This is an optimization exercise on Yosys and OpenROAD, whose aim is small area, not a production implementation.
Function was checked by simulation only, so behaviour that the tests miss may differ from the original.
Power is estimated from default activity; no workload was simulated.

## v6
// home_inventory_top
module home_inventory_top (
    input  wire        wb_clk_i,
    input  wire        wb_rst_i,
    input  wire        wbs_stb_i,
    input  wire        wbs_cyc_i,
    input  wire        wbs_we_i,
    input  wire [3:0]  wbs_sel_i,
    input  wire [31:0] wbs_dat_i,
    input  wire [31:0] wbs_adr_i,
    output wire        wbs_ack_o,
    output wire [31:0] wbs_dat_o,
    input  wire [7:0]  core_status,
    output wire        ctrl_enable,
    output wire        ctrl_start,
    output wire [2:0]  irq_en
    ,
    output wire        adc_sclk,
    output wire        adc_cs_n,
    output wire        adc_mosi,
    input  wire        adc_miso
);
Settings: LEC_CHECK=0, CAP_MARGIN=20, CORE_MARGIN=2, CORE_UTILIZATION=60, CTS_BUF_LIST=sky130_fd_sc_hd__clkbuf_16, CTS_CLUSTER_DIAMETER=60, CTS_CLUSTER_SIZE=24, PLACE_DENSITY=0.75, SLEW_MARGIN=20; clock period 15.0 ns.
run.sh (not shown) runs the stock make flow with config.mk's settings and CLKGATE_MAP_FILE= SYNTH_SCRIPT=/design/flow/synth_recipe.tcl, a recipe that flattens the netlist after the stock synthesis.
Input changes introduced in v7 (baseline for comparison: v6):
==> flow/flow/run.sh (new file) <==
#!/bin/bash
set -euo pipefail
W=$PWD
S=$W/orfs_scripts
rm -rf "$S"
cp -r "$FLOW_HOME/scripts" "$S"
cp "$W/flow/abc_area.script" "$S/abc_speed.script"
sed -i 's/-sink_clustering_enable \\/-sink_clustering_enable -dont_use_dummy_load \\/' "$S/cts.tcl"
grep -q dont_use_dummy_load "$S/cts.tcl"
bash standard.sh SCRIPTS_DIR="$S" RECOVER_POWER=100 finish > "$W/standard_finish.log" 2>&1
==> flow/flow/abc_area.script (new file) <==
&get -n
&st
&dch
&nf
&st
&dch
&nf
&st
&dch
&nf
&st
&dch
&nf
&put
topo
stime -c
==> flow/standard.sh (new file) <==
#!/bin/bash
# synth_recipe.tcl (not shown) runs the flow's synth.tcl, then flattens the netlist and writes it again
# the make line also repeats each setting of config.mk as NAME=value (left out here)
make -C /OpenROAD-flow-scripts/flow DESIGN_CONFIG=/design/flow/config.mk WORK_HOME=/design/flow/orfs CLKGATE_MAP_FILE= SYNTH_SCRIPT=/design/flow/synth_recipe.tcl "${@:-finish}"
removed: flow/run.sh
### Flow results
v7 ends up with higher number of ordinary and repair buffers in the finished layout than v6 does.
v6 has a lower sequential share of layout area than v7.
Per the comparison of v7 with v6, worst-case setup margin in the final layout lower, post-place instance area shrank by 2.7%.
Compared with v6, v7 shows a lower floorplan die area.
Per the comparison of v7 with v6, met2 layer usage reported by global route grew by 1.8 points, internal power consumption about even, combinational share of power increased 3.1 points.
Ran to the end and failed final checks on max-capacitance violations, max-slew violations: v7.
v7 reports a higher effective utilization at floorplan than v6 does.
As far as post-synthesis share of cell area spent on full adders, half adders and majority gates is concerned, v7 and v6 perform about the same.

## exp/amber
Another version of the RTL of home_inventory_top (not shown whole).
For scale: about 6000 cells after synthesis, about 120 I/O pins, ~99000 µm² of cells after synthesis.
==> flow/config.mk <==
export PLATFORM = sky130hd
export DESIGN_NAME = home_inventory_top
export DESIGN_NICKNAME = home_inventory_top
export VERILOG_FILES = /design/flow/design.v
export SDC_FILE = /design/flow/constraint.sdc
export NUM_CORES = 8
export LEC_CHECK = 0
export CAP_MARGIN = 20
export CORE_MARGIN = 2
export CORE_UTILIZATION = 60
export CTS_BUF_LIST = sky130_fd_sc_hd__clkbuf_16
export CTS_CLUSTER_DIAMETER = 60
export CTS_CLUSTER_SIZE = 24
export PLACE_DENSITY = 0.75
export SLEW_MARGIN = 20
==> flow/constraint.sdc <==
create_clock -name core_clock -period 15.0 [get_ports {wb_clk_i}]
set_input_delay 3.0000 -clock core_clock [delete_from_list [all_inputs] [get_ports {wb_clk_i}]]
set_output_delay 3.0000 -clock core_clock [all_outputs]
set_load 0.01 [all_outputs]
standard.sh (not shown) runs the stock make flow with config.mk's settings and CLKGATE_MAP_FILE= SYNTH_SCRIPT=/design/flow/synth_recipe.tcl, a recipe that flattens the netlist after the stock synthesis.
==> flow/flow/run.sh <==
#!/bin/bash
set -euo pipefail
W=$PWD
S=$W/orfs_scripts
rm -rf "$S"
cp -r "$FLOW_HOME/scripts" "$S"
cp "$W/flow/abc_area.script" "$S/abc_speed.script"
sed -i 's/-sink_clustering_enable \\/-sink_clustering_enable -dont_use_dummy_load \\/' "$S/cts.tcl"
grep -q dont_use_dummy_load "$S/cts.tcl"
bash standard.sh SCRIPTS_DIR="$S" "BUFFER_PORTS_ARGS=-buffer_cell sky130_fd_sc_hd__buf_2" finish > "$W/standard_finish.log" 2>&1
==> flow/flow/abc_area.script <==
&get -n
&st
&dch
&nf
&st
&dch
&nf
&st
&dch
&nf
&st
&dch
&nf
&put
topo
stime -c
The inputs of exp/tundra differ from those of exp/amber as listed below.
- CTS_CLUSTER_SIZE: 24 -> 26
- CTS_CLUSTER_DIAMETER: 60 -> 80
- CAP_MARGIN: 20 -> 30
==> flow/flow/abc_area.script <==
&get -n
&st
&dch
&nf -R 1000
&st
&dch
&nf -R 1000
&st
&dch
&nf -R 1000
&st
&dch
&nf -R 1000
&st
&dch
&nf -R 1000
&st
&dch
&nf -R 1000
&st
&dch
&nf -R 1000
&put
topo
stime -c
--- outcome ---
Delta (exp/tundra minus exp/amber): count of final max-slew check failures comparable; power share of the combinational group level. exp/tundra vs exp/amber — pin count of the biggest net entering global routing rose about 5%. exp/tundra: count of clock-buffer cells in the layout lower than exp/amber. Post-layout worst setup margin in exp/tundra is 0.19 ns below exp/amber. Taking exp/amber as the reference, in exp/tundra power after layout lower; net switching fraction of the power roughly the same.
--- input diff exp/tundra..exp/maple ---
- PLACE_DENSITY now 0.85, was 0.75
- SLEW_MARGIN now 15, was 20
- CAP_MARGIN now 15, was 30
[summary]
As far as part of the total power dissipated in combinational logic is concerned, exp/maple and exp/tundra perform about the same. When exp/maple is set beside exp/tundra, its number of non-clock buffers turns out to be 4.1% smaller. Share of cell area taken by flip-flops and latches (higher): exp/maple. On routed wire length, exp/tundra and exp/maple are neck and neck. | fraction of the cycle the final worst path needs | higher: exp/tundra |. Placer congestion estimate (exp/maple / exp/tundra): 1.09. exp/maple finished every stage and its layout cleared the timing, DRC and antenna checks. The final layout from exp/tundra, which completed every stage, passed the timing, DRC and antenna checks at the end of the flow.
[inputs] exp/willow vs exp/maple
- CAP_MARGIN: 15 -> 20
- CTS_CLUSTER_DIAMETER: 80 -> 60
- CTS_CLUSTER_SIZE: 26 -> 24
- SLEW_MARGIN: 15 -> 20
- PLACE_DENSITY: 0.85 -> 0.75
==> flow/run.sh (new file) <==
#!/bin/bash
# synth_recipe.tcl (not shown) runs the flow's synth.tcl, then flattens the netlist and writes it again
# the make line also repeats each setting of config.mk as NAME=value (left out here)
make -C /OpenROAD-flow-scripts/flow DESIGN_CONFIG=/design/flow/config.mk WORK_HOME=/design/flow/orfs CLKGATE_MAP_FILE= SYNTH_SCRIPT=/design/flow/synth_recipe.tcl finish
removed: flow/flow/run.sh
removed: flow/flow/abc_area.script
removed: flow/standard.sh
### Flow results
As far as number of flip-flops and latches is concerned, exp/maple and exp/willow perform about the same.
Sum of routed wire length over all layers in exp/willow is about 1% higher than in exp/maple
The final core utilization of exp/willow is higher than that of exp/maple.

-- re-timing with driven ports --
No port has a modelled driver above. Below, the same layouts with a new extraction and two added sets of constraints. Step 1: set_driving_cell puts a clkbuf_16 on wb_clk_i and a buf_2 on each other input, an assumption about the parent block. Step 2 adds t to the input delays and takes it off the output delays; t is the mean of the earliest and latest rising clock arrival at the registers after step 1. Input paths then give back, and output paths get back, about the clock's delay inside the block. Slacks: ideal / step 1 / step 2; pairs: ideal / step 1.
| run | t (ns) | slack for setup (ns) | worst register clock-pin slew, ns | worst slew at a driven data input, ns | cell pins on the clock port's net |
|---|---|---|---|---|---|
| v6 | 0.930 | 5.108 / 5.108 / 4.485 | 0.10 / 0.10 | 0.20 | 1 |
| v7 | 0.922 | 2.126 / 2.126 / 1.460 | 0.09 / 0.09 | 0.18 | 1 |
| exp/amber | 0.890 | 3.705 / 3.705 / 3.282 | 0.10 / 0.10 | 0.23 | 1 |
| exp/tundra | 0.860 | 3.516 / 3.442 / 2.582 | 0.11 / 0.11 | 0.17 | 1 |
| exp/maple | 0.878 | 4.011 / 3.903 / 3.024 | 0.11 / 0.11 | 0.24 | 1 |
| exp/willow | 0.924 | 4.881 / 4.944 / 4.019 | 0.10 / 0.10 | 0.16 | 1 |
The setup slack of exp/maple, which loses most, moves by -0.108 ns with the drivers and by -0.987 ns with both steps.
